Background: an optimization exercise with open tools, aiming at a short achievable clock period and few clock cycles. Do not read the settings as production practice.
Where RTL was checked, it was by simulation tests only, not by an equivalence proof against the original.
For runs 3 to 5, only the layout was checked, not whether the RTL still works.
No run shown here takes its clock network from TritonCTS; it comes from the design's own scripts or RTL.
The flow treats the clock pin as an ideal source. Dropping or thinning the clock tree relies on that and would not hold on a real chip.
Power is estimated from default activity; no workload was simulated.

==> config.mk <==
export PLATFORM = sky130hd
export DESIGN_NAME = day4_top
export DESIGN_NICKNAME = day4_top
export VERILOG_FILES = /design/flow/design.v
export SDC_FILE = /design/flow/constraint.sdc
export NUM_CORES = 4
export LEC_CHECK = 0
export ABC_CLOCK_PERIOD_IN_PS = 1500
export CAP_MARGIN = 20
export CORE_MARGIN = 2
export CORE_UTILIZATION = 60
export PLACE_DENSITY = 0.7
export SETUP_SLACK_MARGIN = 2.8
export SLEW_MARGIN = 20
export TNS_END_PERCENT = 100
export POST_CTS_TCL = /design/flow/flow/clocktree.tcl
==> constraint.sdc <==
create_clock -name core_clock -period 4.0 [get_ports {clk}]
set_input_delay 0.8000 -clock core_clock [delete_from_list [all_inputs] [get_ports {clk}]]
set_output_delay 0.8000 -clock core_clock [all_outputs]
set_load 0.01 [all_outputs]
==> design.v <==
`timescale 1ns / 1ps
module day4_top( clk, rst, rom_addr, rom_data, sum_overlap, sum_contain, done );
    input clk;
    input rst;
    output [13:0] rom_addr;
    input [7:0] rom_data;
    output [15:0] sum_contain;
    output [15:0] sum_overlap;
    output done;
    function lt_hi(input [6:0] x, input [6:0] y);
        reg [6:0] g, n;
        begin
            g = ~x & y;
            n = ~x | y;    
            lt_hi = g[6] |
                    (n[6] & g[5]) |
                    (n[6] & n[5] & g[4]) |
                    (n[6] & n[5] & n[4] & g[3]);
        end
    endfunction
    function lt_lo(input [6:0] x, input [6:0] y);
        reg [6:0] g, n;
        begin
            g = ~x & y;
            n = ~x | y;
            lt_lo = g[2] |
                    (n[2] & g[1]) |
                    (n[2] & n[1] & g[0]);
        end
    endfunction
    localparam S_NEW = 0,    
               S_RA  = 1,    
               S_RD1 = 2,    
               S_RB2 = 3,    
               S_RC2 = 4,    
               S_RC  = 5,    
               S_RB3 = 6,    
               S_RD3 = 7,    
               S_RD4 = 8,    
               S_RB4 = 9,    
               S_IDL = 10;   
    localparam NS = 11;
    localparam [NS-1:0] ST_NEW = 1 << S_NEW, ST_RA = 1 << S_RA, ST_IDL = 1 << S_IDL;
    reg [13:0] addr;
    reg [7:0]  data_q;
    reg [NS-1:0] stA;
    reg [11:0]   lineA;
    reg [6:0]    aA, bA, cA, dA;
    reg          acA, caA, dbA, bdA, adA, cbA;   
    reg [NS-1:0] stB;
    reg [11:0]   lineB;
    reg [6:0]    aB, bB, cB, dB;
    reg          acB, caB, dbB, bdB, adB, cbB;
    reg          hiB;         
    reg [3:0]    ca, cb, cd;
    reg [2:0]    cc;
    reg          is99, zero;
    reg [NS-1:0] stC;
    reg [11:0]   lineC;
    reg [6:0]    aC, bC, cC, dC;
    reg          acC, caC, dbC, bdC, adC, cbC;
    reg          freeC;       
    reg          zeroC;       
    reg [NS-1:0] contC;       
    reg [1:0]    offC;        
    reg [NS-1:0] stD;
    reg [11:0]   lineD;
    reg [6:0]    aD, bD, cD, dD;
    reg          acD, caD, dbD, bdD, adD, cbD;
    reg [11:0] next_line;
    reg        term;
    reg        rst_q;          
    reg        inc_c, inc_o;
    reg [15:0] cnt_c, cnt_o;
    reg [2:0]  fc, fo;         
    reg        int_done;
    assign rom_addr = addr;
    assign sum_contain = cnt_c;
    assign sum_overlap = cnt_o;
    assign done = int_done;
    wire [6:0] v = data_q[6:0];
    wire rd_a = stA[S_RA];
    wire rd_b = stA[S_RB2] | stA[S_RB3] | stA[S_RB4];
    wire rd_c = stA[S_RC2] | stA[S_RC];
    wire rd_d = stA[S_RD1] | stA[S_RD3] | stA[S_RD4];
    wire lt_a = ca[0] | (~ca[1] & ca[2]);
    wire lt_b = cb[0] | (~cb[1] & cb[2]);
    wire lt_c = cc[0] | (~cc[1] & cc[2]);
    wire lt_d = cd[0] | (~cd[1] & cd[2]);
    wire eq_a = ~|ca;
    wire eq_b = ~|cb;
    wire eq_d = ~|cd;
    wire fin_dis  = (stB[S_RD1] & lt_a) | (stB[S_RB3] & lt_c) | (stB[S_RD4] & lt_a);
    wire fin_both = (stB[S_RB2] & eq_d) | (stB[S_RC] & eq_a) |
                    (stB[S_RB3] & ~lt_c & is99) | (stB[S_RD4] & ~lt_a & is99);
    wire fin_full = stB[S_RC2] | stB[S_RD3] | stB[S_RB4];
    wire [NS-1:0] cont;
    assign cont[S_NEW] = 1'b0;
    assign cont[S_RA]  = 1'b0;
    assign cont[S_RD1] = stB[S_RA] & hiB;
    assign cont[S_RC]  = stB[S_RA] & ~hiB;
    assign cont[S_RB2] = stB[S_RD1];
    assign cont[S_RC2] = stB[S_RB2];
    assign cont[S_RB3] = stB[S_RC] & ~lt_a;
    assign cont[S_RD4] = stB[S_RC] & lt_a;
    assign cont[S_RD3] = stB[S_RB3];
    assign cont[S_RB4] = stB[S_RD4];
    assign cont[S_IDL] = stB[S_IDL];
    wire [1:0] cont_off = (cont[S_RD1] | cont[S_RD3] | cont[S_RD4]) ? 2'd3 :
                          (cont[S_RC2] | cont[S_RC]) ? 2'd2 :
                          (cont[S_RB2] | cont[S_RB3] | cont[S_RB4]) ? 2'd1 : 2'd0;
    wire b_after_d = stB[S_RB2] | stB[S_RB4];
    wire d_after_b = stB[S_RD3];
    wire b_after_c = stB[S_RB3] | stB[S_RB4];
    wire c_after_b = stB[S_RC2];
    wire c_read    = stB[S_RC2] | stB[S_RC];
    wire d_read    = stB[S_RD1] | stB[S_RD3] | stB[S_RD4];
    wire n_ac = c_read ? ~lt_a : acB;
    wire n_ca = c_read ? (lt_a | eq_a) : caB;
    wire n_ad = d_read ? ~lt_a : adB;
    wire n_db = b_after_d ? ~lt_d : d_after_b ? (lt_b | eq_b) : dbB;
    wire n_bd = b_after_d ? (lt_d | eq_d) : d_after_b ? ~lt_b : bdB;
    wire n_cb = b_after_c ? ~lt_c : c_after_b ? (lt_b | eq_b) : cbB;
    wire new_line = freeC & ~term;
    wire to_idle  = (stC[S_RA] & (zeroC | term)) | (freeC & term) | stC[S_IDL];
    wire [NS-1:0] n_st = new_line ? ST_RA : to_idle ? ST_IDL : contC;
    wire [11:0] n_line = new_line ? next_line : lineC;
    wire [1:0]  n_off  = new_line ? 2'd0 : offC;
    always @(posedge clk) begin
        data_q <= rom_data;
        if (rst) begin
            addr <= 14'd0;
            stA <= ST_NEW;
            stB <= ST_NEW;
            stC <= ST_NEW;
            stD <= ST_RA;
            freeC <= 1'b1;
            zeroC <= 1'b0;
            lineD <= 12'd0;
            next_line <= 12'd1;
            term <= 1'b0;
            int_done <= 1'b0;
        end else begin
            stB <= stA;
            stC <= stB;
            freeC <= fin_dis | fin_both | fin_full | stB[S_NEW];
            zeroC <= stB[S_RA] & zero;
            addr <= {n_line, n_off};
            stD <= n_st;
            lineD <= n_line;
            if (new_line)
                next_line <= next_line + 12'd1;
            if (stC[S_RA] & zeroC)
                term <= 1'b1;
            stA <= stD;
            if (term & stA[S_IDL] & stB[S_IDL] & stC[S_IDL] & stD[S_IDL])
                int_done <= 1'b1;
        end
        rst_q <= rst;
        if (rst_q) begin
            inc_c <= 1'b0;
            inc_o <= 1'b0;
            cnt_c <= 16'd0;
            cnt_o <= 16'd0;
            fc <= 3'd0;
            fo <= 3'd0;
        end else begin
            inc_c <= fin_both | (fin_full & ((n_ac & n_db) | (n_ca & n_bd)));
            inc_o <= fin_both | (fin_full & n_ad & n_cb);
            if (inc_c) begin
                cnt_c[3:0] <= cnt_c[3:0] + 4'd1;
                if (fc[0]) cnt_c[7:4] <= cnt_c[7:4] + 4'd1;
                if (fc[0] & fc[1]) cnt_c[11:8] <= cnt_c[11:8] + 4'd1;
                if (fc[0] & fc[1] & fc[2]) cnt_c[15:12] <= cnt_c[15:12] + 4'd1;
                fc[0] <= (cnt_c[3:0] == 4'd14);
                if (fc[0]) fc[1] <= (cnt_c[7:4] == 4'd14);
                if (fc[0] & fc[1]) fc[2] <= (cnt_c[11:8] == 4'd14);
            end
            if (inc_o) begin
                cnt_o[3:0] <= cnt_o[3:0] + 4'd1;
                if (fo[0]) cnt_o[7:4] <= cnt_o[7:4] + 4'd1;
                if (fo[0] & fo[1]) cnt_o[11:8] <= cnt_o[11:8] + 4'd1;
                if (fo[0] & fo[1] & fo[2]) cnt_o[15:12] <= cnt_o[15:12] + 4'd1;
                fo[0] <= (cnt_o[3:0] == 4'd14);
                if (fo[0]) fo[1] <= (cnt_o[7:4] == 4'd14);
                if (fo[0] & fo[1]) fo[2] <= (cnt_o[11:8] == 4'd14);
            end
        end
        lineB <= lineA;
        aB <= rd_a ? v : aA;
        bB <= rd_b ? v : bA;
        cB <= rd_c ? v : cA;
        dB <= rd_d ? v : dA;
        acB <= acA; caB <= caA; dbB <= dbA; bdB <= bdA; adB <= adA; cbB <= cbA;
        hiB <= v[6];
        ca <= {lt_lo(aA, v), lt_lo(v, aA), lt_hi(aA, v), lt_hi(v, aA)};
        cb <= {lt_lo(bA, v), lt_lo(v, bA), lt_hi(bA, v), lt_hi(v, bA)};
        cc <= {lt_lo(v, cA), lt_hi(cA, v), lt_hi(v, cA)};
        cd <= {lt_lo(dA, v), lt_lo(v, dA), lt_hi(dA, v), lt_hi(v, dA)};
        is99 <= (v == 7'd99);
        zero <= (data_q == 8'd0);
        lineC <= lineB;
        aC <= aB; bC <= bB; cC <= cB; dC <= dB;
        acC <= n_ac; caC <= n_ca; dbC <= n_db; bdC <= n_bd; adC <= n_ad; cbC <= n_cb;
        contC <= cont;
        offC <= cont_off;
        aD <= aC; bD <= bC; cD <= cC; dD <= dC;
        acD <= acC; caD <= caC; dbD <= dbC; bdD <= bdC; adD <= adC; cbD <= cbC;
        lineA <= lineD;
        aA <= aD; bA <= bD; cA <= cD; dA <= dD;
        acA <= acD; caA <= caD; dbA <= dbD; bdA <= bdD; adA <= adD; cbA <= cbD;
    end
endmodule
==> flow/run.sh <==
#!/bin/bash
# The standard layout, with the clock tree that ORFS's CTS builds replaced
# by a two-level one (flow/clocktree.tcl, run as ORFS's POST_CTS_TCL hook).
set -euo pipefail
here=$(pwd)
echo "export POST_CTS_TCL = $here/flow/clocktree.tcl" >> config.mk
bash standard.sh finish > standard_make.log 2>&1
==> flow/clocktree.tcl <==
# Rebuild the clock tree with two levels of inverters: the clock port drives
# four clkinv_16, one per quadrant of the registers' placement, and each of
# those drives CT_LEAVES clkinv_8, each driving the registers of one part of
# its quadrant (split at the median along the wider side), so the registers
# see the clock twice inverted. Run as POST_CTS_TCL, after ORFS's CTS.
set ::block [ord::get_db_block]
set db [ord::get_db]
set clk_net [$::block findNet clk]
if {![info exists ::env(CT_ROOT)]} { set ::env(CT_ROOT) sky130_fd_sc_hd__clkinv_16 }
if {![info exists ::env(CT_LEAF)]} { set ::env(CT_LEAF) sky130_fd_sc_hd__clkinv_8 }
set rootm [$db findMaster $::env(CT_ROOT)]
set leafm [$db findMaster $::env(CT_LEAF)]

# all clock sinks (register clock pins) reached from the clock port
set ::sinks {}
set ::cts_bufs {}
proc walk {net} {
  foreach it [$net getITerms] {
    set inst [$it getInst]
    if {[$it getIoType] != "INPUT"} { continue }
    set m [[$inst getMaster] getName]
    if {[string match "sky130_fd_sc_hd__clkbuf_*" $m] || [string match "sky130_fd_sc_hd__clkinv*" $m] || [string match "sky130_fd_sc_hd__buf_*" $m] || [string match "sky130_fd_sc_hd__inv_*" $m]} {
      lappend ::cts_bufs $inst
      foreach o [$inst getITerms] {
        if {[$o getIoType] == "OUTPUT" && [$o getNet] != "NULL"} { walk [$o getNet] }
      }
    } else {
      lappend ::sinks $it
    }
  }
}
walk $clk_net
puts "clocktree: [llength $::sinks] sinks, [llength $::cts_bufs] old buffers"


if {![info exists ::env(CT_LEAVES)]} { set ::env(CT_LEAVES) 4 }
set leaves_per_root $::env(CT_LEAVES)

# sink positions
set ::pos [dict create]
foreach it $::sinks {
  set b [[$it getInst] getBBox]
  dict set ::pos $it [list [expr {([$b xMin] + [$b xMax]) / 2}] [expr {([$b yMin] + [$b yMax]) / 2}]]
}
proc ctr {items} {
  set sx 0; set sy 0
  foreach it $items { lassign [dict get $::pos $it] x y; incr sx $x; incr sy $y }
  set n [llength $items]
  return [list [expr {$sx / $n}] [expr {$sy / $n}]]
}
# split items into n parts of near-equal size, cutting across the wider side
proc bisect {items n} {
  if {$n <= 1 || [llength $items] < 2} { return [list $items] }
  set xs {}; set ys {}
  foreach it $items { lassign [dict get $::pos $it] x y; lappend xs $x; lappend ys $y }
  set xs [lsort -integer $xs]; set ys [lsort -integer $ys]
  set wx [expr {[lindex $xs end] - [lindex $xs 0]}]
  set wy [expr {[lindex $ys end] - [lindex $ys 0]}]
  set k [expr {$wx >= $wy ? 0 : 1}]
  set sorted [lsort -integer -index 1 [lmap it $items {list $it [lindex [dict get $::pos $it] $k]}]]
  set n1 [expr {$n / 2}]
  set cut [expr {[llength $items] * $n1 / $n}]
  set a [lmap p [lrange $sorted 0 [expr {$cut - 1}]] {lindex $p 0}]
  set b [lmap p [lrange $sorted $cut end] {lindex $p 0}]
  return [concat [bisect $a $n1] [bisect $b [expr {$n - $n1}]]]
}
proc outpin {master} {
  foreach mt [$master getMTerms] {
    if {[$mt getIoType] == "OUTPUT"} { return [$mt getName] }
  }
}
proc place_buf {name master x y} {
  set inst [odb::dbInst_create $::block $master $name]
  $inst setLocation [expr {$x - [$master getWidth] / 2}] [expr {$y - [$master getHeight] / 2}]
  $inst setPlacementStatus PLACED
  return $inst
}
# drop the old tree
set old_nets {}
foreach inst $::cts_bufs {
  foreach o [$inst getITerms] {
    if {[$o getIoType] == "OUTPUT" && [$o getNet] != "NULL"} { lappend old_nets [$o getNet] }
  }
}
foreach it $::sinks { $it disconnect }
foreach inst $::cts_bufs { odb::dbInst_destroy $inst }
foreach n [lsort -unique $old_nets] {
  if {[llength [$n getITerms]] == 0 && [llength [$n getBTerms]] == 0} { odb::dbNet_destroy $n }
}


set roots [bisect $::sinks 4]
set r 0
foreach rg $roots {
  set rnet [odb::dbNet_create $::block "clknet_r$r"]
  $rnet setSigType CLOCK
  set l 0
  set lcs {}
  foreach lg [bisect $rg $leaves_per_root] {
    set lnet [odb::dbNet_create $::block "clknet_r${r}_l$l"]
    $lnet setSigType CLOCK
    lassign [ctr $lg] cx cy
    lappend lcs [list $cx $cy]
    set inst [place_buf "clkbuf_r${r}_l$l" $leafm $cx $cy]
    [$inst findITerm A] connect $rnet
    [$inst findITerm [outpin $leafm]] connect $lnet
    foreach it $lg { $it connect $lnet }
    puts "clocktree: root $r leaf $l: [llength $lg] sinks at [expr {$cx / 1000.0}] [expr {$cy / 1000.0}]"
    incr l
  }
  set sx 0; set sy 0
  foreach c $lcs { incr sx [lindex $c 0]; incr sy [lindex $c 1] }
  set inst [place_buf "clkbuf_r$r" $rootm [expr {$sx / [llength $lcs]}] [expr {$sy / [llength $lcs]}]]
  [$inst findITerm A] connect $clk_net
  [$inst findITerm [outpin $rootm]] connect $rnet
  incr r
}

detailed_placement
estimate_parasitics -placement
repair_timing_helper
detailed_placement
check_placement -verbose
==> standard.sh <==
#!/bin/bash
# synth_recipe.tcl (not shown) runs the flow's synth.tcl, then flattens the netlist and writes it again
# the make line also repeats each setting of config.mk as NAME=value (left out here)
make -C /OpenROAD-flow-scripts/flow DESIGN_CONFIG=/design/flow/config.mk WORK_HOME=/design/flow/orfs CLKGATE_MAP_FILE= SYNTH_SCRIPT=/design/flow/synth_recipe.tcl "${@:-finish}"
==> metrics.md, run 1 <==
| Metric | Value |
|---|---|
| Setup TNS | 0 ps |
| DR pass1 iterations | 4 |
| Synth cell types | 47 |
| Avg Inst Size Synth | 11.62 um2 |
| Crit-path cells | nor2b_2 -> maj3_2 -> maj3_2 -> maj3_2 |
| # placed instances | 1004 |
| Gr ovfl total | 0 |
| DR top layer | met4 |
| Clock slew at reported path FFs | 70 ps |
| GRT Overall Usage | 21.44% |
| Final Hold Vio Count | 0 |
| Max_slew headroom | 68.03% |
| Delay-heaviest family, CP | adder cells |
| Power density over the cells | 421.5 nW/um2 |
| Cells after Synth | 784 |
| Cell Area, Placed | 9898 um2 |
| Sequential fraction of the synthesis area | 68.98% |
| Nets | 966 |
| Clock Latency Late Sink | 170 ps |
| Tot Pwr | 4.963 mW |
| CTS sink count | 314 |
| CP Data Required Time | 4050 ps |
| Routed vias | 5798 |
| Fin cells | 1130 |
| Net Sw Frac | 24.29% |
| Slowest-stage cell, CP | dfxtp_4 |
| Worst vdd rail ir drop | 0.3305 mV |
| Global-route wire length before repair | 28100 um |
| YS warnings | 1 |
| Worst Path Arrival | 1530 ps |
| Die W | 127.2 um |
| Max-slew violation count | 0 |
| Post-synth EDFFs | 0 |
| Layout Skew | 13.28 ps |
| Outcome | finished clean |
| Die height | 127.2 um |
| Share of the synthesized area in the top cell type | 68.98% |
| Final worst slack | 2518 ps |
| Vias/cell | 5.131 |
| Worst hold slack | 323.4 ps |
| Ant diodes | 0 |
| Synth Cell Area | 9112 um2 |
| Reg power frac | 65.5% |
| Internal power | 3.757 mW |
| Leakage power | 4.789 nW |
| I/O pin count | 57 |
| Avg WL per Cell | 15.70 um |
| Maxcap violations | 0 |
| Fmax | 674.9 MHz |
| Combinational share of power | 3.7% |
| Routed met1 length | 7618 um |
| Bufs and invs on worst path | 0 |
| HPWL after DPL | 9518 um |
| Remaining routing DRC violations | 0 |
| CP max FO | 8 |
| Hold WC Path Type | reg2reg |
| Crit path largest cell delay | 420 ps |
| Most frequent cells in the layout | dfxtp_1 (239), buf_4 (82), buf_6 (64) |
| Largest net degree at the start of global routing | 41 |
| DRT iter0 DRCs | 234 |
| Metal3 WL | 486 um |
| Switching component of the power | 1.206 mW |
| Most frequent CP cell | maj3_2 |
| Post-route clock period utilization | 37.04% |
| Post-synth ARST share | 0% |
| Row count | 45 |
| CP Launch Type | register |
| # setup viols final | 0 |
| Fin util | 78.32% |
| Synth Net Count | 809 |
| Synthesis-stage register bit count | 314 |
| Core area | 15030 um2 |
| Synth Flop Type | dfxtp_1 |
| Unrepaired setup endpoints after global routing | true |
| Worst Tran Pin Value | 479.0 ps |
| Die footprint | 16190 um2 |
| Crit Path Category | reg2reg |
| Initial antenna violation count | 0 |
| Clk pwr share | 30.8% |
| Routed Antenna Nets | 0 |
| Crit path capture type | register |
| Area grow syn2layout | 29.21% |
| Detail Route met2 WL | 9283 um |
| Final WL | 17740 um |
| Vias in the first global route | 5887 |
| Port Buffer Count | 56 |
| Pre-CTS setup slack | 1966 ps |
| Clock period minus worst slack | 1482 ps |
| Synth area leaders | dfxtp_1 (69%), a21oi_1 (2.8%), nand2_1 (2.6%) |
| Commonest non-fill, non-tap cell in the layout | dfxtp_1 |
| Area leader, netlist | dfxtp_1 |
| Fillers | 867 |
| GPL Wtd Cong | 0.7872 |
| Initial Util | 60.62% |
| Fraction of layout instances using a drive strength above 1 | 37.37% |
| Final Instance Area | 11770 um2 |
## cell type report
class | count | area [um2] | share of cell area (%)
flip-flops and latches | 314 | 6427 | 54.59
well taps | 188 | 235.2 | 1.998
clock inverters | 3 | 90.09 | 0.7651
repair buffers | 163 | 1580 | 13.42
inverters | 42 | 476.7 | 4.049
multi-input cells | 420 | 2964 | 25.18
## cells in the mapped netlist (2+ instances only)
cell type and number:
inv_1 21, nor2b_1 32, o21ai_0 25, nand2b_4 3, xor2_1 25, nand2b_1 15
or3_1 5, xnor2_1 7, maj3_2 15, nand2_1 62, nor4_1 2, nor3_1 8
a211oi_1 6, mux2_2 13, and3_1 5, o21ai_1 2, dfxtp_1 314, maj3_1 7
nand4_1 14, nor2_1 58, nand3_1 11, o21bai_1 7, a21oi_1 51, and2_1 15
buf_4 2, buf_2 2, ha_1 15, clkbuf_1 23
## power groups by stage
stage               combinational, mW  clock, mW  sequential, mW
detailed placement              0.126          0            3.33
global route                    0.201       1.67            3.26
global placement                0.123          0            3.32
finish                          0.183       1.53            3.25
floorplan                       0.101          0            3.31
## routing by layer
layer | vias to the layer above | global-route usage [%]
met4 | 0 | 7.304
met2 | 115 | 38.99
met1 | 2763 | 26.33
met3 | 30 | 2.848
li1 | 2890 | -
met5 | - | 0
## worst paths after layout
path,to,cells past startpoint,slack (ps),start
min,aA[0],0,320,aD[0]
max,cc[0],4,2520,data_q[3]
max reg2reg,cc[0],4,2520,data_q[3]
min reg2reg,aA[0],0,320,aD[0]
## kinds of logic (layout without fill, tap and decap cells)
family	after synthesis	count (layout)	synth area share, %
multiplexers	13	13	1.606
buffers and inverters	50	208	2.252
flip-flops	314	314	68.98
adder cells (fa/ha/maj)	37	37	4.682
AO/OA/AOI/OAI	104	104	6.577
XOR/XNOR	32	32	3.076
AND/OR/NAND/NOR	234	234	12.82
## flip-flops by register name, indices dropped and copies added (netlist names), 8 cells and up
signal	count
stD	10
cnt_c	16
data_q	8
lineD	12
stA	11
contC	9
cnt_o	16
lineA	12
next_line	12
lineB	12
stB	11
lineC	12
Testbench counts, summed over its fixed seeds: cycles 23,775.
==> inputs of run 2 (changes only) <==
--- a/config.mk
+++ b/config.mk
@@ -10,7 +10,7 @@
 export CORE_MARGIN = 2
 export CORE_UTILIZATION = 60
 export PLACE_DENSITY = 0.7
-export SETUP_SLACK_MARGIN = 2.8
+export SETUP_SLACK_MARGIN = 2.6
 export SLEW_MARGIN = 20
 export TNS_END_PERCENT = 100
 export POST_CTS_TCL = /design/flow/flow/clocktree.tcl
==> metrics.md, run 2 <==
| Metric | Value |
|---|---|
| Post-synth ARST share | 0% (unchanged) |
| Routed Antenna Nets | 0 (unchanged) |
| Clock Latency Late Sink | 170 ps (about the same) |
| Commonest non-fill, non-tap cell in the layout | dfxtp_1 (unchanged) |
| Min-Delay Path Depth | 0 (unchanged) |
| Unrepaired setup endpoints after global routing | true (unchanged) |
| Remaining routing DRC violations | 0 (unchanged) |
| R2R depth | 4 (unchanged) |
| # placed instances | 1002 (was 1004) |
| Synth cell types | 47 (unchanged) |
| I/O pin count | 57 (unchanged) |
| Most instantiated cells after synthesis | dfxtp_1 (314), nand2_1 (62), nor2_1 (58), a21oi_1 (51), nor2b_1 (32) (unchanged) |
| Synth Flop Type | dfxtp_1 (unchanged) |
| Leakage power | 4.565 nW (was 4.789 nW) |
| Clock slew at reported path FFs | 80 ps (was 70 ps) |
| Setup TNS | 0 ps (unchanged) |
| Fmax | 677.5 MHz (was 674.9 MHz) |
| Clock period minus worst slack | 1476 ps (was 1482 ps) |
| Tot Pwr | 5.295 mW (was 4.963 mW) |
| Maxcap violations | 0 (unchanged) |
| Area grow syn2layout | 24.14% (was 29.21%) |
| Avg Inst Size Synth | 11.62 um2 (unchanged) |
| Ant diodes | 0 (unchanged) |
| Die height | 127.2 um (unchanged) |
| Largest net degree at the start of global routing | 54 (was 41) |
| Fin cells | 1094 (was 1130) |
| Gr ovfl total | 0 (unchanged) |
| Worst hold slack | 314.8 ps (was 323.4 ps) |
| Synth area leaders | dfxtp_1 (69%), a21oi_1 (2.8%), nand2_1 (2.6%) (unchanged) |
| Synth Net Count | 809 (unchanged) |
| Core area | 15030 um2 (unchanged) |
| Vias in the first global route | 5605 (was 5887) |
| HPWL after DPL | 9634 um (was 9518 um) |
| Port Buffer Count | 56 (unchanged) |
| Worst vdd rail ir drop | 0.3592 mV (was 0.3305 mV) |
| Die footprint | 16190 um2 (unchanged) |
| DR pass1 iterations | 4 (unchanged) |
| CP Data Required Time | 4050 ps (about the same) |
| R2R Path Start | data_q[3] (unchanged) |
| Layout Skew | 19.21 ps (was 13.28 ps) |
| Max_slew headroom | 63.44% (was 68.03%) |
| DRT iter0 DRCs | 196 (was 234) |
| Nets | 925 (was 966) |
| # setup viols final | 0 (unchanged) |
| Top Registers | cnt_c: 16 flops, cnt_o: 16 flops (unchanged) |
| Vias/cell | 5.110 (was 5.131) |
| CP max FO | 6 (was 8) |
| Power density over the cells | 468.1 nW/um2 (was 421.5 nW/um2) |
| Hold WC Path Type | reg2reg (unchanged) |
| Share of the synthesized area in the top cell type | 68.98% (unchanged) |
| Worst Path Arrival | 1530 ps (about the same) |
| Max-slew violation count | 0 (unchanged) |
| Initial Util | 60.62% (unchanged) |
| Setup crit start | data_q[3] (unchanged) |
| YS warnings | 1 (unchanged) |
| Initial antenna violation count | 0 (unchanged) |
| Post-route clock period utilization | 36.90% (was 37.04%) |
| Worst Tran Pin Value | 547.8 ps (was 479.0 ps) |
| Outcome | finished clean (unchanged) |
| Synthesis-stage register bit count | 314 (unchanged) |
| WHS Endpoint | dA[2] (was aA[0]) |
| Hold Path Origin | dD[2] (was aD[0]) |
| Most frequent cells in the layout | dfxtp_1 (249), nand2_1 (62), buf_4 (60) (was dfxtp_1 (239), buf_4 (82), buf_6 (64)) |
| CTS sink count | 314 (unchanged) |
| Crit path capture type | register (unchanged) |
| Global-route wire length before repair | 26970 um (was 28100 um) |
| GPL Wtd Cong | 0.8602 (was 0.7872) |
| Final Hold Vio Count | 0 (unchanged) |
| R2R Setup Slk | 2520 ps (about the same) |
| Fraction of layout instances using a drive strength above 1 | 29.91% (was 37.37%) |
| Row count | 45 (unchanged) |
| Synth Cell Area | 9112 um2 (unchanged) |
| Routed vias | 5590 (was 5798) |
| Avg WL per Cell | 15.08 um (was 15.70 um) |
| Cells after Synth | 784 (unchanged) |
| Post-synth EDFFs | 0 (unchanged) |
| Sequential fraction of the synthesis area | 68.98% (unchanged) |
| Crit Path Category | reg2reg (unchanged) |
| Final WL | 16500 um (was 17740 um) |
| GRT Overall Usage | 20.52% (was 21.44%) |
| Area leader, netlist | dfxtp_1 (unchanged) |
| Fillers | 979 (was 867) |
| Die W | 127.2 um (unchanged) |
| CP Launch Type | register (unchanged) |
| Most common cell in the synthesized netlist | dfxtp_1 (unchanged) |
| Reg2reg end | cb[0] (was cc[0]) |
-- run 2: cell types whose count changed in the layout (fill, tap and decap cells not counted), sizes merged --
cell           change
bufbuf             -2
buf               -39
bufinv             +5
clkdlybuf4s15      -1
clkbuf             +1
-- run 2: how the worst max path moves through the flow --
stage                  end  slack [ps]  cells after the start
floorplan            cd[0]        2590                      6
global placement    stD[2]        1840                      5
detailed placement  stD[6]        1780                      5
global route         cd[1]        2460                      6
finish               cb[0]        2520                      4
-- run 2: power by group --
part	internal (mW)	leakage, nW	switching, mW
Clock	0.793	0.269	1.08
Sequential	3.20	2.59	0.0526
Combinational	0.0867	1.71	0.0816
Total	4.08	4.56	1.22
-- run 2: per-stage QoR --
step	cell area, um2	utilization (%)	worst slack, ps
after floorplan	9124	-	2592
after global routing	11310	75.25	2457
final	11310	75.25	2524
after detailed placement	9809	65.25	1781
after global placement	9809	65.25	1840
-- run 2: layout make-up --
class / instances / area (um2) / share of cell area, %
Sequential cell: 314 / 6407 / 56.64
Multi-Input combinational cell: 420 / 2793 / 24.69
Timing Repair Buffer: 122 / 1165 / 10.30
Inverter: 42 / 471.7 / 4.170
Clock inverter: 8 / 240.2 / 2.124
Tap cell: 188 / 235.2 / 2.079
-- run 2: logic make-up (layout without fill, tap and decap cells) --
family                     after synthesis  in the layout  share of synthesized area (%)
muxes                                   13             13                          1.606
and+or+nand+nor                        234            234                          12.82
AOI/OAI and AO/OA                      104            104                          6.577
xor gates and xnor gates                32             32                          3.076
adders and majority gates               37             37                          4.682
DFF                                    314            314                          68.98
buffers and inverters                   50            172                          2.252
-- run 2: metal layers --
layer  global-route usage, %  vias up  wire, um
met3                   2.973       35       403
met5                       0        -         0
met4                   7.304        0       432
met2                   37.35       92      8486
met1                   24.87     2647      7175
li1                        -     2816         -
-- run 2: worst max-delay path, cell delays in order (launching register included) --
cell and delay [ps]:
dfxtp_4 410, nor2b_1 70, maj3_2 290, maj3_2 310
maj3_2 300
==> inputs of run 3 (changes only) <==
--- a/design.v
+++ b/design.v
@@ -153,7 +153,7 @@
             if (stC[S_RA] & zeroC)
                 term <= 1'b1;
             stA <= stD;
-            if (term & stA[S_IDL] & stB[S_IDL] & stC[S_IDL] & stD[S_IDL])
+            if (term & stA[S_IDL] & stB[S_IDL] & (stC[S_IDL] | stC[S_RA] | freeC) & stD[S_IDL])
                 int_done <= 1'b1;
         end
         rst_q <= rst;
==> metrics.md, run 3 <==
| Metric | Value |
|---|---|
| Outcome | finished clean (unchanged) |
| Worst Path Arrival | 1540 ps (was 1530 ps) |
| Switching component of the power | 1.183 mW (was 1.217 mW) |
| Tot Pwr | 4.857 mW (was 5.295 mW) |
| Delay-heaviest family, CP | adder cells (unchanged) |
| Crit path capture type | register (unchanged) |
| Synth Cell Area | 9119 um2 (was 9112 um2) |
| Reg power frac | 66.9% (was 61.4%) |
| # setup viols final | 0 (unchanged) |
| Layout Skew | 15.37 ps (was 19.21 ps) |
| Row count | 45 (unchanged) |
| Maxcap violations | 0 (unchanged) |
| Nets | 925 (unchanged) |
| Most instantiated cells after synthesis | dfxtp_1 (314), nand2_1 (62), nor2_1 (60), a21oi_1 (51), nor2b_1 (32) (was dfxtp_1 (314), nand2_1 (62), nor2_1 (58), a21oi_1 (51), nor2b_1 (32)) |
| Max-slew violation count | 0 (unchanged) |
| DRT iter0 DRCs | 224 (was 196) |
| Fraction of layout instances using a drive strength above 1 | 29.56% (was 29.91%) |
| Worst vdd rail ir drop | 0.4693 mV (was 0.3592 mV) |
| Leakage power | 4.482 nW (was 4.565 nW) |
| Net Sw Frac | 24.35% (was 22.98%) |
| Synth Net Count | 811 (was 809) |
| Synth cell types | 46 (was 47) |
| Power density over the cells | 435.4 nW/um2 (was 468.1 nW/um2) |
| Post-route clock period utilization | 37.51% (was 36.90%) |
| Internal power | 3.675 mW (was 4.078 mW) |
| Combinational share of power | 3.2% (about the same) |
| Cells after Synth | 786 (was 784) |
| Core area | 15030 um2 (unchanged) |
| Unrepaired setup endpoints after global routing | true (unchanged) |
| CP Data Required Time | 4040 ps (was 4050 ps) |
| GRT Overall Usage | 20.13% (was 20.52%) |
| Avg WL per Cell | 14.81 um (was 15.08 um) |
| Post-synth ARST share | 0% (unchanged) |
| Crit-path cells | nor2b_2 -> maj3_2 -> maj3_2 -> maj3_2 (was nor2b_1 -> maj3_2 -> maj3_2 -> maj3_2) |
| Vias/cell | 5.081 (was 5.110) |
| Crit path largest cell delay | 420 ps (was 410 ps) |
| GPL Wtd Cong | 0.8727 (was 0.8602) |
| Final WL | 16110 um (was 16500 um) |
| Clock period minus worst slack | 1500 ps (was 1476 ps) |
| Global-route wire length before repair | 26520 um (was 26970 um) |
| Area grow syn2layout | 22.34% (was 24.14%) |
| Sequential fraction of the synthesis area | 68.94% (was 68.98%) |
| Die footprint | 16200 um2 (was 16190 um2) |
| Routed vias | 5528 (was 5590) |
| Clk pwr share | 29.8% (was 35.4%) |
| Die height | 127.3 um (was 127.2 um) |
| Remaining routing DRC violations | 0 (unchanged) |
| Routed Antenna Nets | 0 (unchanged) |
| Top Registers | cnt_c: 16 flops, cnt_o: 16 flops (unchanged) |
| Max_slew headroom | 68.42% (was 63.44%) |
| Avg Inst Size Synth | 11.60 um2 (was 11.62 um2) |
| Initial Util | 60.66% (was 60.62%) |
| Crit Path Category | reg2reg (unchanged) |
| Clock slew at reported path FFs | 70 ps (was 80 ps) |
| CP Launch Type | register (unchanged) |
| Most frequent cells in the layout | dfxtp_1 (253), nand2_1 (62), buf_4 (56) (was dfxtp_1 (249), nand2_1 (62), buf_4 (60)) |
| Vias in the first global route | 5520 (was 5605) |
| Port Buffer Count | 56 (unchanged) |
| Bufs and invs on worst path | 0 (unchanged) |
| CTS sink count | 314 (unchanged) |
| DR pass1 iterations | 7 (was 4) |
| Area leader, netlist | dfxtp_1 (unchanged) |
| Synth area leaders | dfxtp_1 (69%), a21oi_1 (2.8%), nand2_1 (2.6%) (unchanged) |
| Slowest-stage cell, CP | dfxtp_4 (unchanged) |
| Worst Tran Pin Value | 473.1 ps (was 547.8 ps) |
| Gr ovfl total | 0 (unchanged) |
| Ant diodes | 0 (unchanged) |
| Synthesis-stage register bit count | 314 (unchanged) |
| Die W | 127.3 um (was 127.2 um) |
| CP max FO | 7 (was 6) |
| Most frequent CP cell | maj3_2 (unchanged) |
| Setup TNS | 0 ps (unchanged) |
| Initial antenna violation count | 0 (unchanged) |
| Commonest non-fill, non-tap cell in the layout | dfxtp_1 (unchanged) |
| HPWL after DPL | 9698 um (was 9634 um) |
| Fillers | 996 (was 979) |
| Share of the synthesized area in the top cell type | 68.94% (was 68.98%) |
| Largest net degree at the start of global routing | 41 (was 54) |
| I/O pin count | 57 (unchanged) |
| Clock Latency Late Sink | 160 ps (was 170 ps) |
| Hold WC Path Type | reg2reg (unchanged) |
| Fmax | 666.5 MHz (was 677.5 MHz) |
| Final Hold Vio Count | 0 (unchanged) |
| Post-synth EDFFs | 0 (unchanged) |
| YS warnings | 1 (unchanged) |
| Most common cell in the synthesized netlist | dfxtp_1 (unchanged) |
| Synth Flop Type | dfxtp_1 (unchanged) |
run 3: power by group through the flow:
stage,Combinational [mW],Sequential (mW),Clock [mW]
after floorplan,0.0923,3.31,0
after global placement,0.118,3.32,0
after detailed placement,0.122,3.33,0
after global routing,0.173,3.26,1.61
final,0.157,3.25,1.45
run 3: worst paths after layout:
check             slack, ps  cells after the start  endpoint      start
setup reg to reg       2500                      4     cb[0]  data_q[3]
hold reg to reg         320                      0       caA        caD
setup / recovery       2500                      4     cb[0]  data_q[3]
hold / removal          320                      0       caA        caD
run 3: layout make-up:
type / instances / area, um2 / share of cell area (%)
clock inverters: 2 / 60.06 / 0.5384
inverters: 42 / 465.4 / 4.172
multi-input cells: 422 / 2825 / 25.33
well taps: 188 / 235.2 / 2.109
repair buffers: 120 / 1167 / 10.46
flip-flops and latches: 314 / 6402 / 57.39
run 3: metrics by stage:
step	cell area, um2	utilization [%]	worst slack [ps]	hold slack (ps)	std cells
6_report	11160	74.21	2500	320.9	1088
3_3_place_gp	9831	65.39	2186	309.5	1006
2_1_floorplan	9130	-	2592	309.6	786
5_1_grt	11160	74.21	2455	330.9	1088
3_5_place_dp	9831	65.39	2144	312.1	1006
run 3: per-layer routing:
layer	vias up	track usage, %	wire length (um)
met3	36	2.513	322
met1	2597	25.58	7306
li1	2808	-	-
met2	87	35.51	8107
met4	0	7.175	376
met5	-	0	0
run 3: logic make-up (layout without fill, tap and decap cells):
kind of cell               after synthesis  count (layout)  synth area share, %
and+or+nand+nor                        237             237                12.95
buffers and inverters                   50             164                2.250
DFF                                    314             314                68.94
xor gates and xnor gates                32              32                3.074
muxes                                   13              13                1.605
AOI/OAI and AO/OA                      103             103                6.504
adders and majority gates               37              37                4.679
==> inputs of run 4 (changes only) <==
--- a/config.mk
+++ b/config.mk
@@ -8,8 +8,8 @@
 export ABC_CLOCK_PERIOD_IN_PS = 1500
 export CAP_MARGIN = 20
 export CORE_MARGIN = 2
-export CORE_UTILIZATION = 60
-export PLACE_DENSITY = 0.7
+export CORE_UTILIZATION = 70
+export PLACE_DENSITY = 0.8
 export SETUP_SLACK_MARGIN = 2.6
 export SLEW_MARGIN = 20
 export TNS_END_PERCENT = 100
==> metrics.md, run 4 <==
| Metric | Value |
|---|---|
| Final Hold Vio Count | 0 (unchanged) |
| Worst vdd rail ir drop | 0.4264 mV (was 0.4693 mV) |
| DRT iter0 DRCs | 361 (was 224) |
| Synth Area in Simple Gates | 12.95% (unchanged) |
| Outcome | finished clean (unchanged) |
| Die height | 118.1 um (was 127.3 um) |
| Bufs and invs on worst path | 1 (was 0) |
| Power density over the cells | 436.4 nW/um2 (was 435.4 nW/um2) |
| Port Buffer Count | 56 (unchanged) |
| Reg area | 6412 um2 (was 6402 um2) |
| Max_slew headroom | 59.46% (was 68.42%) |
| Crit path capture type | register (unchanged) |
| Nets | 935 (was 925) |
| Worst Tran Pin Value | 607.4 ps (was 473.1 ps) |
| Routed vias | 6003 (was 5528) |
| Synth area leaders | dfxtp_1 (69%), a21oi_1 (2.8%), nand2_1 (2.6%) (unchanged) |
| Slowest-stage cell, CP | dfxtp_4 (unchanged) |
| Fillers | 507 (was 996) |
| DR pass1 iterations | 5 (was 7) |
| I/O pin count | 57 (unchanged) |
| Post-synthesis mux area share | 1.605% (unchanged) |
| Met1 usage | 33.74% (was 25.58%) |
| Area of the multi-input gates | 2828 um2 (was 2825 um2) |
| Commonest non-fill, non-tap cell in the layout | dfxtp_1 (unchanged) |
| Synth cell types | 46 (unchanged) |
| Synth Flop Type | dfxtp_1 (unchanged) |
| Met2 usage | 55.56% (was 35.51%) |
| Crit-path cells | buf_6 -> nand2b_4 -> maj3_2 -> maj3_2 -> a21oi_2 -> o21bai_1 (was nor2b_2 -> maj3_2 -> maj3_2 -> maj3_2) |
| Clock slew at reported path FFs | 70 ps (about the same) |
| CTS sink count | 314 (unchanged) |
| Unrepaired setup endpoints after global routing | true (unchanged) |
| Fraction of layout instances using a drive strength above 1 | 31.32% (was 29.56%) |
| Synth Area in Compound Gates | 6.504% (unchanged) |
| Most instantiated cells after synthesis | dfxtp_1 (314), nand2_1 (62), nor2_1 (60), a21oi_1 (51), nor2b_1 (32) (unchanged) |
| Vias in the first global route | 6259 (was 5520) |
| Routed Antenna Nets | 0 (unchanged) |
| Avg Inst Size Synth | 11.60 um2 (unchanged) |
| Die W | 118.1 um (was 127.3 um) |
| YS warnings | 1 (unchanged) |
| Most frequent cells in the layout | dfxtp_1 (247), buf_4 (65), nand2_1 (60) (was dfxtp_1 (253), nand2_1 (62), buf_4 (56)) |
| Worst Path Arrival | 1610 ps (was 1540 ps) |
| Final WL | 21220 um (was 16110 um) |
| Row count | 41 (was 45) |
| Layout Skew | 11.75 ps (was 15.37 ps) |
| Post-synth ARST share | 0% (unchanged) |
| Ant diodes | 0 (unchanged) |
| Remaining routing DRC violations | 0 (unchanged) |
| Max-slew violation count | 0 (unchanged) |
| Vias/cell | 5.548 (was 5.081) |
| Die footprint | 13960 um2 (was 16200 um2) |
| # setup viols final | 0 (unchanged) |
| Cells after Synth | 786 (unchanged) |
| Share of the synthesized area in the top cell type | 68.94% (unchanged) |
| R2R Path Start | data_q[3] (unchanged) |
| XOR/XNOR share of the synthesized area | 3.074% (unchanged) |
| Top Registers | cnt_c: 16 flops, cnt_o: 16 flops (unchanged) |
| Synth Cell Area | 9119 um2 (unchanged) |
| Post-route clock period utilization | 37.92% (was 37.51%) |
| Global route hottest layer | met2 (unchanged) |
| Initial Util | 71.97% (was 60.66%) |
| Fmax | 659.3 MHz (was 666.5 MHz) |
| Gr ovfl total | 0 (unchanged) |
| Setup TNS | 0 ps (unchanged) |
| Crit path largest cell delay | 420 ps (about the same) |
| Avg WL per Cell | 19.61 um (was 14.81 um) |
| Hold WC Path Type | reg2reg (unchanged) |
| Largest family of logic cells by synthesized area | simple AND/OR/NAND/NOR gates (unchanged) |
| Most common cell in the synthesized netlist | dfxtp_1 (unchanged) |
| Post-synth EDFFs | 0 (unchanged) |
| Largest net degree at the start of global routing | 41 (unchanged) |
| Area grow syn2layout | 23.52% (was 22.34%) |
| Fin util | 88.89% (was 74.21%) |
| Most frequent CP cell | maj3_2 (unchanged) |
| Delay-heaviest family, CP | adder cells (unchanged) |
| GRT Overall Usage | 29.73% (was 20.13%) |
| Synth Net Count | 811 (unchanged) |
| Synthesis-stage register bit count | 314 (unchanged) |
| Synth Area in Adders | 4.679% (unchanged) |
| Leakage power | 4.542 nW (was 4.482 nW) |
| Hold Path Origin | dD[3] (was caD) |
| M3 GR Usage | 5.261% (was 2.513%) |
| CP Data Required Time | 4090 ps (was 4040 ps) |
| Global-route wire length before repair | 32640 um (was 26520 um) |
| Crit Path Category | reg2reg (unchanged) |
| Maxcap violations | 0 (unchanged) |
| CP max FO | 7 (unchanged) |
| Initial antenna violation count | 0 (unchanged) |
| Clock Latency Late Sink | 170 ps (was 160 ps) |
| Area leader, netlist | dfxtp_1 (unchanged) |
| HPWL after DPL | 9928 um (was 9698 um) |
| Sequential fraction of the synthesis area | 68.94% (unchanged) |
| GPL Wtd Cong | 0.8219 (was 0.8727) |
| Core area | 12670 um2 (was 15030 um2) |
| Clock period minus worst slack | 1517 ps (was 1500 ps) |
| CP Launch Type | register (unchanged) |
| Setup crit start | data_q[3] (unchanged) |
run 4: cell families after synthesis:
logic type	count (synthesis)
xor gates and xnor gates	32
AOI/OAI and AO/OA	103
adders and majority gates	37
DFF	314
and+or+nand+nor	237
muxes	13
buffers and inverters	50
run 4: path summary, 6_finish.rpt:
| path | end | slack, ps | depth (start not counted) |
|---|---|---|---|
| worst max-delay path | cd[1] | 2480 | 6 |
| worst min-delay path | dA[3] | 320 | 0 |
| worst max register to register | cd[1] | 2480 | 6 |
| worst min register to register | dA[3] | 320 | 0 |
run 4: metal layers:
metal	part of all wire [%]	vias up
met2	54	191
met4	3.2	0
met5	0	-
met3	4.0	54
met1	39	2929
li1	-	2829
run 4: area by class of cell:
class | count | share of cell area, %
Sequential cell | 314 | 56.93
Multi-Input combinational cell | 422 | 25.11
Timing Repair Buffer | 130 | 11.36
Inverter | 42 | 4.155
Tap cell | 172 | 1.911
Clock inverter | 2 | 0.5332
run 4: report_power, final:
part	switching, mW	leakage [nW]	internal (mW)
Combinational	0.0909	1.77	0.0890
Sequential	0.0637	2.59	3.20
Clock	1.08	0.184	0.394
run 4: through the flow:
| stage | setup WS (ps) | hold slack, ps | total power, mW | instances | cell area (um2) |
|---|---|---|---|---|---|
| 2_1_floorplan | 2592 | 309.6 | 3.399 | 786 | 9130 |
| 5_1_grt | 2422 | 326.4 | 5.060 | 1082 | 11260 |
| 3_3_place_gp | 2192 | 309.9 | 3.438 | 990 | 9811 |
| 3_5_place_dp | 2162 | 312.1 | 3.448 | 990 | 9811 |
| 6_report | 2483 | 319.2 | 4.915 | 1082 | 11260 |
==> inputs of run 5 (changes only) <==
--- a/flow/clocktree.tcl
+++ b/flow/clocktree.tcl
@@ -1,13 +1,13 @@
 # Rebuild the clock tree with two levels of inverters: the clock port drives
 # four clkinv_16, one per quadrant of the registers' placement, and each of
-# those drives CT_LEAVES clkinv_8, each driving the registers of one part of
+# those drives CT_LEAVES clkinv_16, each driving the registers of one part of
 # its quadrant (split at the median along the wider side), so the registers
 # see the clock twice inverted. Run as POST_CTS_TCL, after ORFS's CTS.
 set ::block [ord::get_db_block]
 set db [ord::get_db]
 set clk_net [$::block findNet clk]
 if {![info exists ::env(CT_ROOT)]} { set ::env(CT_ROOT) sky130_fd_sc_hd__clkinv_16 }
-if {![info exists ::env(CT_LEAF)]} { set ::env(CT_LEAF) sky130_fd_sc_hd__clkinv_8 }
+if {![info exists ::env(CT_LEAF)]} { set ::env(CT_LEAF) sky130_fd_sc_hd__clkinv_16 }
 set rootm [$db findMaster $::env(CT_ROOT)]
 set leafm [$db findMaster $::env(CT_LEAF)]
 
@@ -33,7 +33,7 @@
 puts "clocktree: [llength $::sinks] sinks, [llength $::cts_bufs] old buffers"
 
 
-if {![info exists ::env(CT_LEAVES)]} { set ::env(CT_LEAVES) 4 }
+if {![info exists ::env(CT_LEAVES)]} { set ::env(CT_LEAVES) 3 }
 set leaves_per_root $::env(CT_LEAVES)
 
 # sink positions
--- a/config.mk
+++ b/config.mk
@@ -8,8 +8,8 @@
 export ABC_CLOCK_PERIOD_IN_PS = 1500
 export CAP_MARGIN = 20
 export CORE_MARGIN = 2
-export CORE_UTILIZATION = 70
-export PLACE_DENSITY = 0.8
+export CORE_UTILIZATION = 60
+export PLACE_DENSITY = 0.7
 export SETUP_SLACK_MARGIN = 2.6
 export SLEW_MARGIN = 20
 export TNS_END_PERCENT = 100
==> metrics.md, run 5 <==
| Metric | Value |
|---|---|
| Die footprint | 16200 um2 (was 13960 um2) |
| Post-route clock period utilization | 37.46% (was 37.92%) |
| Synth cell types | 46 (unchanged) |
| Post-synth EDFFs | 0 (unchanged) |
| Remaining routing DRC violations | 0 (unchanged) |
| Most frequent cells in the layout | dfxtp_1 (253), nand2_1 (62), buf_4 (59) (was dfxtp_1 (247), buf_4 (65), nand2_1 (60)) |
| YS warnings | 1 (unchanged) |
| R2R Setup Slk | 2500 ps (was 2480 ps) |
| Worst Path Arrival | 1590 ps (was 1610 ps) |
| Layout Skew | 13.55 ps (was 11.75 ps) |
| Fmax | 667.3 MHz (was 659.3 MHz) |
| DRT iter0 DRCs | 271 (was 361) |
| CTS sink count | 314 (unchanged) |
| Power density over the cells | 444.6 nW/um2 (was 436.4 nW/um2) |
| Area of the multi-input gates | 2825 um2 (was 2828 um2) |
| Crit Path Category | reg2reg (unchanged) |
| Bufs and invs on worst path | 1 (unchanged) |
| CP max FO | 7 (unchanged) |
| Setup TNS | 0 ps (unchanged) |
| Tot Pwr | 5.010 mW (was 4.915 mW) |
| Top Registers | cnt_c: 16 flops, cnt_o: 16 flops (unchanged) |
| Commonest non-fill, non-tap cell in the layout | dfxtp_1 (unchanged) |
| Maxcap violations | 0 (unchanged) |
| Row count | 45 (was 41) |
| Global-route wire length before repair | 26500 um (was 32640 um) |
| Worst vdd rail ir drop | 0.4736 mV (was 0.4264 mV) |
| Clock Latency Late Sink | 180 ps (was 170 ps) |
| Cells after Synth | 786 (unchanged) |
| Area leader, netlist | dfxtp_1 (unchanged) |
| Fraction of layout instances using a drive strength above 1 | 29.48% (was 31.32%) |
| Hold WC Path Type | reg2reg (unchanged) |
| Avg Inst Size Synth | 11.60 um2 (unchanged) |
| Initial Util | 60.66% (was 71.97%) |
| Ant diodes | 0 (unchanged) |
| Avg WL per Cell | 14.92 um (was 19.61 um) |
| Leakage power | 4.523 nW (was 4.542 nW) |
| Most common cell in the synthesized netlist | dfxtp_1 (unchanged) |
| Vias/cell | 5.094 (was 5.548) |
| Initial antenna violation count | 0 (unchanged) |
| Most instantiated cells after synthesis | dfxtp_1 (314), nand2_1 (62), nor2_1 (60), a21oi_1 (51), nor2b_1 (32) (unchanged) |
| Sequential fraction of the synthesis area | 68.94% (unchanged) |
| Synth area leaders | dfxtp_1 (69%), a21oi_1 (2.8%), nand2_1 (2.6%) (unchanged) |
| GPL Wtd Cong | 0.8727 (was 0.8219) |
| Vias in the first global route | 5521 (was 6259) |
| CP Launch Type | register (unchanged) |
| Core area | 15030 um2 (was 12670 um2) |
| # setup viols final | 0 (unchanged) |
| Post-synth ARST share | 0% (unchanged) |
| Slowest-stage cell, CP | dfxtp_4 (unchanged) |
| Routed vias | 5537 (was 6003) |
| Max-slew violation count | 0 (unchanged) |
| Final WL | 16220 um (was 21220 um) |
| Nets | 924 (was 935) |
| Crit path largest cell delay | 420 ps (about the same) |
| Most frequent CP cell | maj3_2 (unchanged) |
| Clock slew at reported path FFs | 60 ps (was 70 ps) |
| GRT Overall Usage | 20.13% (was 29.73%) |
| Final Instance Area | 11270 um2 (was 11260 um2) |
| Outcome | finished clean (unchanged) |
| Delay-heaviest family, CP | adder cells (unchanged) |
| Fillers | 980 (was 507) |
| Largest net degree at the start of global routing | 41 (unchanged) |
| Crit-path cells | buf_6 -> nand2b_4 -> maj3_2 -> maj3_2 -> a21oi_2 -> o21bai_1 (unchanged) |
| CP Data Required Time | 4090 ps (about the same) |
| Synthesis-stage register bit count | 314 (unchanged) |
| I/O pin count | 57 (unchanged) |
| Cell Area, Placed | 9831 um2 (was 9811 um2) |
| Max_slew headroom | 68.77% (was 59.46%) |
| Final Hold Vio Count | 0 (unchanged) |
| Synth Net Count | 811 (unchanged) |
| Synth Flop Type | dfxtp_1 (unchanged) |
| Area grow syn2layout | 23.57% (was 23.52%) |
| Crit path capture type | register (unchanged) |
| Die W | 127.3 um (was 118.1 um) |
| DR pass1 iterations | 4 (was 5) |
| Port Buffer Count | 56 (unchanged) |
| Synth Cell Area | 9119 um2 (unchanged) |
| Fin util | 74.96% (was 88.89%) |
| Share of the synthesized area in the top cell type | 68.94% (unchanged) |
| Worst Tran Pin Value | 467.9 ps (was 607.4 ps) |
| Unrepaired setup endpoints after global routing | true (unchanged) |
| HPWL after DPL | 9698 um (was 9928 um) |
| Gr ovfl total | 0 (unchanged) |
| Die height | 127.3 um (was 118.1 um) |
| Routed Antenna Nets | 0 (unchanged) |
| Clock period minus worst slack | 1499 ps (was 1517 ps) |
| Reg area | 6400 um2 (was 6412 um2) |
-- run 5: cell types whose count changed in the layout (fill, tap and decap cells not counted), moves of 2 or more --
cell / previous run / this run
nand2_2: 2 / 0
dfxtp_2: 50 / 46
clkinv_8: 16 / 0
and2_4: 3 / 1
nor2_4: 3 / 5
nand2_1: 60 / 62
nor3_2: 1 / 3
dfxtp_4: 17 / 15
and2_1: 12 / 14
clkinv_16: 4 / 16
dfxtp_1: 247 / 253
buf_4: 65 / 59
nor3_1: 7 / 5
nor2_2: 3 / 1
-- run 5: routing by layer --
| layer | wire length [um] | share of wire (%) | global-route usage, % |
|---|---|---|---|
| met1 | 7235 | 45 | 24.97 |
| met3 | 410 | 2.5 | 3.727 |
| met4 | 274 | 1.7 | 5.365 |
| met2 | 8298 | 51 | 36.17 |
| met5 | 0 | 0 | 0 |
-- run 5: per-stage QoR --
step / instances / worst slack, ps / hold WS (ps)
2_1_floorplan: 786 / 2592 / 309.6
5_1_grt: 1087 / 2455 / 323.4
3_3_place_gp: 1006 / 2186 / 309.5
6_report: 1087 / 2502 / 315.3
3_5_place_dp: 1006 / 2144 / 312.1
-- run 5: cells by family (layout without fill, tap and decap cells) --
group,count (synthesis),after routing,synth area share [%]
adders and majority gates,37,37,4.679
buffers and inverters,50,163,2.250
and+or+nand+nor,237,237,12.95
DFF,314,314,68.94
xor gates and xnor gates,32,32,3.074
muxes,13,13,1.605
AOI/OAI and AO/OA,103,103,6.504
-- run 5: worst paths after layout --
path            to       from  cells after the start
min          dA[1]      dD[1]                      0
max          cd[1]  data_q[3]                      6
max reg2reg  cd[1]  data_q[3]                      6
min reg2reg  dA[1]      dD[1]                      0
-- run 5: cell type report --
class | instances | area share (%)
Clock inverter | 2 | 0.5330
Inverter | 38 | 5.019
Multi-Input combinational cell | 422 | 25.07
Sequential cell | 314 | 56.80
Tap cell | 188 | 2.088
Timing Repair Buffer | 123 | 10.49
-- run 5: worst reg2reg max path, cell delays in order (launching register included) --
cell and delay [ps]:
dfxtp_4 420, buf_6 120, nand2b_4 40, maj3_2 300, maj3_2 320, a21oi_2 110, o21bai_1 120
-- run 5: report_power, final --
part	switching, mW	leakage (nW)	internal, mW	total (mW)
logic	0.0785	1.73	0.0798	0.158
clock network	1.15	0.211	0.454	1.60
registers	0.0522	2.58	3.20	3.25
==> inputs of run 6 (changes only) <==
--- a/design.v
+++ b/design.v
@@ -42,7 +42,9 @@
     localparam NS = 11;
     localparam [NS-1:0] ST_NEW = 1 << S_NEW, ST_RA = 1 << S_RA, ST_IDL = 1 << S_IDL;
     reg [13:0] addr;
-    reg [7:0]  data_q;
+    reg [6:0]  data_q;         
+    reg [6:0]  data_n;         
+    reg        in99, inzero;   
     reg [NS-1:0] stA;
     reg [11:0]   lineA;
     reg [6:0]    aA, bA, cA, dA;
@@ -78,7 +80,8 @@
     assign sum_contain = cnt_c;
     assign sum_overlap = cnt_o;
     assign done = int_done;
-    wire [6:0] v = data_q[6:0];
+    wire [6:0] v = data_q;
+    wire [6:0] w = ~data_n;    
     wire rd_a = stA[S_RA];
     wire rd_b = stA[S_RB2] | stA[S_RB3] | stA[S_RB4];
     wire rd_c = stA[S_RC2] | stA[S_RC];
@@ -127,7 +130,10 @@
     wire [11:0] n_line = new_line ? next_line : lineC;
     wire [1:0]  n_off  = new_line ? 2'd0 : offC;
     always @(posedge clk) begin
-        data_q <= rom_data;
+        data_q <= rom_data[6:0];
+        data_n <= ~rom_data[6:0];
+        in99 <= (rom_data[6:0] == 7'd99);
+        inzero <= (rom_data == 8'd0);
         if (rst) begin
             addr <= 14'd0;
             stA <= ST_NEW;
@@ -193,12 +199,12 @@
         dB <= rd_d ? v : dA;
         acB <= acA; caB <= caA; dbB <= dbA; bdB <= bdA; adB <= adA; cbB <= cbA;
         hiB <= v[6];
-        ca <= {lt_lo(aA, v), lt_lo(v, aA), lt_hi(aA, v), lt_hi(v, aA)};
-        cb <= {lt_lo(bA, v), lt_lo(v, bA), lt_hi(bA, v), lt_hi(v, bA)};
-        cc <= {lt_lo(v, cA), lt_hi(cA, v), lt_hi(v, cA)};
-        cd <= {lt_lo(dA, v), lt_lo(v, dA), lt_hi(dA, v), lt_hi(v, dA)};
-        is99 <= (v == 7'd99);
-        zero <= (data_q == 8'd0);
+        ca <= {lt_lo(aA, w), lt_lo(w, aA), lt_hi(aA, w), lt_hi(w, aA)};
+        cb <= {lt_lo(bA, w), lt_lo(w, bA), lt_hi(bA, w), lt_hi(w, bA)};
+        cc <= {lt_lo(w, cA), lt_hi(cA, w), lt_hi(w, cA)};
+        cd <= {lt_lo(dA, w), lt_lo(w, dA), lt_hi(dA, w), lt_hi(w, dA)};
+        is99 <= in99;
+        zero <= inzero;
         lineC <= lineB;
         aC <= aB; bC <= bB; cC <= cB; dC <= dB;
         acC <= n_ac; caC <= n_ca; dbC <= n_db; bdC <= n_bd; adC <= n_ad; cbC <= n_cb;
--- a/flow/clocktree.tcl
+++ b/flow/clocktree.tcl
@@ -1,13 +1,13 @@
 # Rebuild the clock tree with two levels of inverters: the clock port drives
 # four clkinv_16, one per quadrant of the registers' placement, and each of
-# those drives CT_LEAVES clkinv_16, each driving the registers of one part of
+# those drives CT_LEAVES clkinv_8, each driving the registers of one part of
 # its quadrant (split at the median along the wider side), so the registers
 # see the clock twice inverted. Run as POST_CTS_TCL, after ORFS's CTS.
 set ::block [ord::get_db_block]
 set db [ord::get_db]
 set clk_net [$::block findNet clk]
 if {![info exists ::env(CT_ROOT)]} { set ::env(CT_ROOT) sky130_fd_sc_hd__clkinv_16 }
-if {![info exists ::env(CT_LEAF)]} { set ::env(CT_LEAF) sky130_fd_sc_hd__clkinv_16 }
+if {![info exists ::env(CT_LEAF)]} { set ::env(CT_LEAF) sky130_fd_sc_hd__clkinv_8 }
 set rootm [$db findMaster $::env(CT_ROOT)]
 set leafm [$db findMaster $::env(CT_LEAF)]
 
@@ -33,7 +33,7 @@
 puts "clocktree: [llength $::sinks] sinks, [llength $::cts_bufs] old buffers"
 
 
-if {![info exists ::env(CT_LEAVES)]} { set ::env(CT_LEAVES) 3 }
+if {![info exists ::env(CT_LEAVES)]} { set ::env(CT_LEAVES) 4 }
 set leaves_per_root $::env(CT_LEAVES)
 
 # sink positions
==> metrics.md, run 6 <==
| Metric | Value |
|---|---|
| Outcome | finished clean (unchanged) |
| Vias/cell | 5.192 (was 5.094) |
| Net Sw Frac | 23.11% (was 25.50%) |
| R2R Path Start | stB[5] (was data_q[3]) |
| Port Buffer Count | 56 (unchanged) |
| Global-route wire length before repair | 26770 um (was 26500 um) |
| R2R depth | 4 (was 6) |
| Clock period minus worst slack | 1445 ps (was 1499 ps) |
| GPL Wtd Cong | 0.8295 (was 0.8727) |
| Reg power frac | 62.1% (was 64.9%) |
| Synth Cell Area | 9304 um2 (was 9119 um2) |
| GRT Overall Usage | 20.13% (about the same) |
| YS warnings | 1 (unchanged) |
| Synth cell types | 53 (was 46) |
| Synth Net Count | 805 (was 811) |
| Combinational share of power | 2.4% (was 3.2%) |
| Avg Inst Size Synth | 11.93 um2 (was 11.60 um2) |
| Fmax | 692.1 MHz (was 667.3 MHz) |
| Die height | 128.5 um (was 127.3 um) |
| CTS sink count | 322 (was 314) |
| DRT iter0 DRCs | 274 (was 271) |
| Crit-path cells | buf_6 (was buf_6 -> nand2b_4 -> maj3_2 -> maj3_2 -> a21oi_2 -> o21bai_1) |
| Clock slew at reported path FFs | 80 ps (was 60 ps) |
| Ant diodes | 0 (unchanged) |
| Maxcap violations | 0 (unchanged) |
| Bufs and invs on worst path | 1 (unchanged) |
| Crit Path Category | reg2out (was reg2reg) |
| Power density over the cells | 475.5 nW/um2 (was 444.6 nW/um2) |
| Pre-CTS setup slack | 2090 ps (was 2144 ps) |
| Number of cells on the critical path | 1 (was 6) |
| XOR/XNOR share of the synthesized area | 3.012% (was 3.074%) |
| R2R Setup Slk | 2570 ps (was 2500 ps) |
| DR pass1 iterations | 4 (unchanged) |
| Max_slew headroom | 62.27% (was 68.77%) |
| # setup viols final | 0 (unchanged) |
| Synth area leaders | dfxtp_1 (69%), mux2_2 (3.4%), nor2_1 (2.7%) (was dfxtp_1 (69%), a21oi_1 (2.8%), nand2_1 (2.6%)) |
| CP Launch Type | register (unchanged) |
| Final Hold Vio Count | 0 (unchanged) |
| Most instantiated cells after synthesis | dfxtp_1 (322), nor2_1 (67), nand2_1 (47), a21oi_1 (38), mux2_2 (28) (was dfxtp_1 (314), nand2_1 (62), nor2_1 (60), a21oi_1 (51), nor2b_1 (32)) |
| Slowest-stage cell, CP | dfxtp_2 (was dfxtp_4) |
| Worst hold slack | 325.6 ps (was 315.3 ps) |
| Most common cell in the synthesized netlist | dfxtp_1 (unchanged) |
| Initial Util | 61.20% (was 60.66%) |
| Clock Latency Late Sink | 170 ps (was 180 ps) |
| Top Registers | cnt_c: 16 flops, cnt_o: 16 flops (unchanged) |
| Synth Area in Simple Gates | 12.55% (was 12.95%) |
| Largest family of logic cells by synthesized area | simple AND/OR/NAND/NOR gates (unchanged) |
| Post-synth EDFFs | 0 (unchanged) |
| Sequential fraction of the synthesis area | 69.28% (was 68.94%) |
| Remaining routing DRC violations | 0 (unchanged) |
| Crit path capture type | output port (was register) |
| Synth Area in Compound Gates | 6.536% (was 6.504%) |
| CP max FO | 2 (was 7) |
| Final WL | 16630 um (was 16220 um) |
| Share of the synthesized area in the top cell type | 69.28% (was 68.94%) |
| Cells after Synth | 780 (was 786) |
| Area grow syn2layout | 21.71% (was 23.57%) |
| Synth Area in Adders | 3.039% (was 4.679%) |
| Worst vdd rail ir drop | 0.4387 mV (was 0.4736 mV) |
| Post-route clock period utilization | 36.12% (was 37.46%) |
| Gr ovfl total | 0 (unchanged) |
| Clk pwr share | 35.5% (was 32.0%) |
| Most frequent cells in the layout | dfxtp_1 (265), nor2_1 (62), buf_4 (57) (was dfxtp_1 (253), nand2_1 (62), buf_4 (59)) |
| Vias in the first global route | 5706 (was 5521) |
| Hold WC Path Type | reg2reg (unchanged) |
| Nets | 919 (was 924) |
| Reg2reg end | freeC (was cd[1]) |
| Die W | 128.5 um (was 127.3 um) |
| Switching component of the power | 1.244 mW (was 1.278 mW) |
| Routed vias | 5649 (was 5537) |
| Final worst slack | 2555 ps (was 2502 ps) |
| Avg WL per Cell | 15.29 um (was 14.92 um) |
| Fraction of layout instances using a drive strength above 1 | 28.67% (was 29.48%) |
| Setup crit start | cnt_c[2] (was data_q[3]) |
| Synth Flop Type | dfxtp_1 (unchanged) |
| Layout Skew | 15.55 ps (was 13.55 ps) |
| Initial antenna violation count | 0 (unchanged) |
| Routed Antenna Nets | 0 (unchanged) |
| Largest net degree at the start of global routing | 41 (unchanged) |
| I/O pin count | 57 (unchanged) |
| Internal power | 4.139 mW (was 3.732 mW) |
| Crit path largest cell delay | 360 ps (was 420 ps) |
| Critical Path End | sum_contain[2] (was cd[1]) |
| Max-slew violation count | 0 (unchanged) |
| Post-synthesis mux area share | 3.631% (was 1.605%) |
| Setup TNS | 0 ps (unchanged) |
| Die footprint | 16520 um2 (was 16200 um2) |
| Area leader, netlist | dfxtp_1 (unchanged) |
| CP Data Required Time | 3200 ps (was 4090 ps) |
| Core area | 15200 um2 (was 15030 um2) |
| Row count | 45 (unchanged) |
| Worst Path Arrival | 640 ps (was 1590 ps) |
| Delay-heaviest family, CP | flip-flops (was adder cells) |
| Worst Tran Pin Value | 564.1 ps (was 467.9 ps) |
| HPWL after DPL | 10270 um (was 9698 um) |
| Synthesis-stage register bit count | 322 (was 314) |
| Commonest non-fill, non-tap cell in the layout | dfxtp_1 (unchanged) |
| Post-synth ARST share | 0% (unchanged) |
| Leakage power | 4.661 nW (was 4.523 nW) |
| Unrepaired setup endpoints after global routing | true (unchanged) |
-- run 6: logic make-up (layout without fill, tap and decap cells) --
kind of cell	Yosys count	count (layout)
buf+inv	42	162
mux	30	30
fa+ha+maj	24	24
flops	322	322
compound gates	99	99
xor+xnor	32	32
simple gates	231	231
-- run 6: layout make-up --
cell class,count,area (um2)
Sequential cell,322,6543
Fill cell,991,3879
Multi-Input combinational cell,416,2796
Timing Repair Buffer,115,1057
Inverter,39,451.7
Clock inverter,8,240.2
Tap cell,188,235.2
-- run 6: power groups by stage --
stage	Combinational [mW]	Clock, mW	Sequential, mW
2_1_floorplan	0.0867	0	3.39
3_3_place_gp	0.115	0	3.41
3_5_place_dp	0.118	0	3.42
5_1_grt	0.144	2.08	3.36
6_report	0.130	1.91	3.34
-- run 6: how the worst min path moves through the flow --
stage,startpoint,to,slack (ps),cells past startpoint
global placement,caC,caD,310,0
finish,bC[6],bD[6],330,0
detailed placement,aD[0],aA[0],310,0
floorplan,aD[0],aA[0],310,0
global route,dD[0],dA[0],330,0
-- run 6: per-layer routing --
layer | track usage, % | share of wire (%) | vias up
met5 | 0 | 0 | -
li1 | - | - | 2828
met3 | 2.495 | 2.2 | 36
met4 | 7.417 | 2.7 | 0
met1 | 24.38 | 45 | 2687
met2 | 36.86 | 50 | 98
-- run 6: through the flow --
stage	area, um2	utilization, %	std cells	power [mW]
global placement	10000	65.79	1003	3.530
global route	11320	74.49	1088	5.584
detailed placement	10000	65.79	1003	3.537
floorplan	9309	-	780	3.482
finish	11320	74.49	1088	5.384
Testbench counts of run 6, summed over its fixed seeds: cycles 23,751.

-- re-timing with driven ports --
In the flow no input, the clock included, has a driving cell. The finished layouts below were timed again as built, in two steps.
Step 1 (the two cells are an assumption about what drives the block):
set clk [get_ports {clk}]
set_driving_cell -lib_cell sky130_fd_sc_hd__clkbuf_16 $clk
set_driving_cell -lib_cell sky130_fd_sc_hd__buf_2 [delete_from_list [all_inputs] $clk]
Step 2 also shifts input and output timing later by t, the mid clock arrival at the registers, as if the neighbouring blocks saw the same clock.
a / b / c = ideal / step 1 / step 2; a / b = the first two.
run	shift t [ns]	setup slack, ns	hold slack, ns	worst register clock-pin slew, ns	worst data-port slew with drivers (ns)
run 1	0.375	2.518 / 2.341 / 2.484	0.323 / 0.324 / 0.324	0.09 / 0.09	0.14
run 2	0.376	2.524 / 2.341 / 2.360	0.315 / 0.315 / 0.315	0.09 / 0.09	0.16
run 3	0.373	2.500 / 2.341 / 2.429	0.321 / 0.321 / 0.321	0.08 / 0.08	0.06
run 4	0.374	2.483 / 2.338 / 2.346	0.319 / 0.320 / 0.320	0.08 / 0.08	0.15
run 5	0.393	2.501 / 2.332 / 2.425	0.315 / 0.316 / 0.316	0.07 / 0.07	0.06
run 6	0.376	2.555 / 2.341 / 2.431	0.326 / 0.326 / 0.326	0.09 / 0.09	0.05
After both steps every run listed still meets setup and hold. For run 2, which loses most, drivers alone change the setup slack by -0.183 ns; drivers and shift together by -0.164 ns.
